Context: an optimization exercise on an open-source flow, tuned for small area. The choices shown serve that exercise and are no tape-out recipe. Where RTL was checked, it was by simulation tests only, not by an equivalence proof against the original.

Setup of the reference run:
Design cordic_oscillator, start of the top module:
module cordic_oscillator (
    input  wire               clk,
    input  wire               rst,
    input  wire               ce,
    input  wire signed [31:0] tuning_word,
    output wire signed [15:0] sin_out,
    output wire signed [15:0] cos_out,
    output wire               valid_out
);
Size: about 4700 cells after synthesis, roughly 300 flip-flops, ~68 I/O pins, about 0.031 mm^2 of cells after synthesis.
Settings: LEC_CHECK=0, ABC_AREA=1, CAP_MARGIN=20, CORE_MARGIN=2, CORE_UTILIZATION=50, CTS_BUF_LIST=sky130_fd_sc_hd__clkbuf_8, CTS_CLUSTER_DIAMETER=60, CTS_CLUSTER_SIZE=16, PLACE_DENSITY=0.8, SLEW_MARGIN=20; clock period 5.5 ns.
run.sh (not shown) runs the stock make flow with config.mk's settings and CLKGATE_MAP_FILE= SYNTH_SCRIPT=/design/flow/synth_recipe.tcl, a recipe that flattens the netlist after the stock synthesis.
Input changes introduced in the trial run (baseline for comparison: the reference run):
- removing PLACE_DENSITY (formerly 0.8)
- changing CORE_UTILIZATION from 50 to 40
## What came out
Filler cell count: higher on the trial run
Total length of routed wires, the reference run and the trial run: lower on the trial run
Detailed placement HPWL: lower on the trial run
In the reports for the reference run and the trial run, the larger width of the chip belongs to the trial run.
As of the trial run, cell total after placement had risen by a few percent compared to the reference run.
From the reference run to the trial run the numbers moved as follows: sequential share of layout area held steady; number of tap cells inserted grew by 250.
As of the trial run, routed via count divided by cell count had fallen by a few percent compared to the reference run.
Looking at die area, the trial run sits above the reference run.

---

exp/yarrow:
cordic_oscillator, a different RTL version from the one above (not shown whole).
For scale: roughly 330 flip-flops, roughly 0.035 sq mm of cells after synthesis.
clock: 5.5 ns
lec_check: 0
abc_area: 1
cap_margin: 20
core_margin: 2
core_utilization: 70
gpl_timing_driven: 0
slew_margin: 20
exp/yarrow did not make it past global routing (5_1_grt), where a tool error ended it.
Input-level comparison between exp/ember and exp/yarrow:
- swapping 70 for 55 in CORE_UTILIZATION
- clearing GPL_TIMING_DRIVEN, which used to be 0
==> results.txt <==
exp/ember completed end to end; final checks failed (setup timing).
exp/yarrow -> exp/ember: area fraction in and, or, nand and nor cells after synthesis delta 0, exact match
Per the comparison of exp/ember with exp/yarrow, die width increased 13%, global placement routability congestion lower, buffer depth of the longest clock path level, placement-stage worst setup slack increased 920 ps, post-CTS setup buffer count dropped 40.
Modified inputs, exp/indigo compared to exp/ember
- CORE_UTILIZATION: 55 -> 70
exp/ember had finished all stages when the layout checks came back failing, citing setup timing.
Completing all stages was not enough for exp/indigo: its layout failed the final checks because of setup timing.
Max starting density of the core across exp/ember and exp/indigo: exp/indigo
NOTE: total routing resource utilization after global routing in exp/indigo exceeds that of exp/ember
Of exp/ember and exp/indigo, the run reporting the higher post-route core utilization was exp/indigo.
Looking at worst max-slew margin expressed relative to the limit, exp/indigo sits 13 points below exp/ember.
exp/indigo gives less number of standard cells in the final layout excluding fillers than exp/ember did.
No run of this note included a check of the RTL's function; only the layout flow was run.

---

Setup of wip/amber:
Another version of the RTL of cordic_oscillator (not shown whole).
Size in the first run: roughly 5,400 cells after synthesis, ~360 flip-flops, ~68 I/O pins, ~36,000 sq um of cells after synthesis.
Settings: LEC_CHECK=0, ABC_AREA=1, CAP_MARGIN=20, CORE_MARGIN=2, CORE_UTILIZATION=55, CTS_BUF_LIST=sky130_fd_sc_hd__clkbuf_8, SLEW_MARGIN=20; clock period 5.5 ns.
wip/amber finished every step from synthesis to the final layout, and the layout passed the timing, design-rule and antenna checks.
Setup changes, wip/amber to wip/violet
Settings: a deleted CTS_BUF_LIST that had been sky130_fd_sc_hd__clkbuf_8.
--- outcome ---
From wip/amber to wip/violet the numbers moved as follows: total vias in the final route fell by 147, global-route usage over all layers lower. Delta (wip/violet minus wip/amber): clock latency at the later pin of the worst-skew pair went down by 0.09 ns, worst endpoint data arrival time dropped 0.06 ns, utilization went up.
Changes in wip/yarrow relative to wip/violet:
Settings: CTS_BUF_LIST: unset -> sky130_fd_sc_hd__clkbuf_8 sky130_fd_sc_hd__clkbuf_16; CTS_CLUSTER_SIZE: unset -> 20.
## What came out
As far as transition at the pin with the smallest max-transition slack is concerned, wip/yarrow and wip/violet perform about the same. The post-detailed-routing wire length was comparable across wip/yarrow and wip/violet. Per the comparison of wip/yarrow with wip/violet, via count was more or less identical; final net count was more or less identical; minimum clock period after layout went down by 0.0032 ns. Number of design-rule violations left by the first detailed-router iteration: wip/yarrow vs wip/violet — no meaningful difference.

-- separate check: timing with driven ports --
In the flow no input, the clock included, has a driving cell. The finished layouts below were timed again as built, in two steps. Step 1 sets driving cells, clkbuf_16 on the clock port and buf_2 on the other inputs (assumed; they add their load-dependent delay and slew). Step 2, shift: input delay + t, output delay - t, t = (earliest + latest rising clock arrival at the registers) / 2. This alone moves slack from input paths to output paths. Three values: ideal, step 1, step 2; two values: the first two.
run | t, ns | setup WS [ns] | worst hold slack (ns) | worst setup path at the end | cell pins on the clock port's net
the reference run | 0.708 | 0.131 / 0.131 / -0.158 | 0.295 / 0.295 / 0.295 | input to register | 1
the trial run | 0.695 | 0.221 / 0.221 / -0.037 | 0.319 / 0.319 / 0.319 | input to register | 1
exp/ember | 0.626 | -0.868 / -0.937 / -0.311 | 0.318 / 0.318 / 0.318 | register to output | 1
exp/indigo | 0.647 | -2.341 / -2.409 / -1.762 | 0.322 / 0.322 / 0.322 | register to output | 1
wip/amber | 0.722 | 0.414 / 0.414 / 0.255 | 0.308 / 0.308 / 0.308 | input to register | 1
wip/violet | 0.639 | 0.368 / 0.368 / 0.247 | 0.324 / 0.324 / 0.324 | input to register | 1
wip/yarrow | 0.639 | 0.372 / 0.372 / 0.245 | 0.324 / 0.324 / 0.324 | input to register | 1
With both steps, setup timing fails in the reference run and the trial run, where it was met with ideal ports. The setup slack of the reference run, which loses most, moves by 0.000 ns with the drivers and by -0.289 ns with both steps.
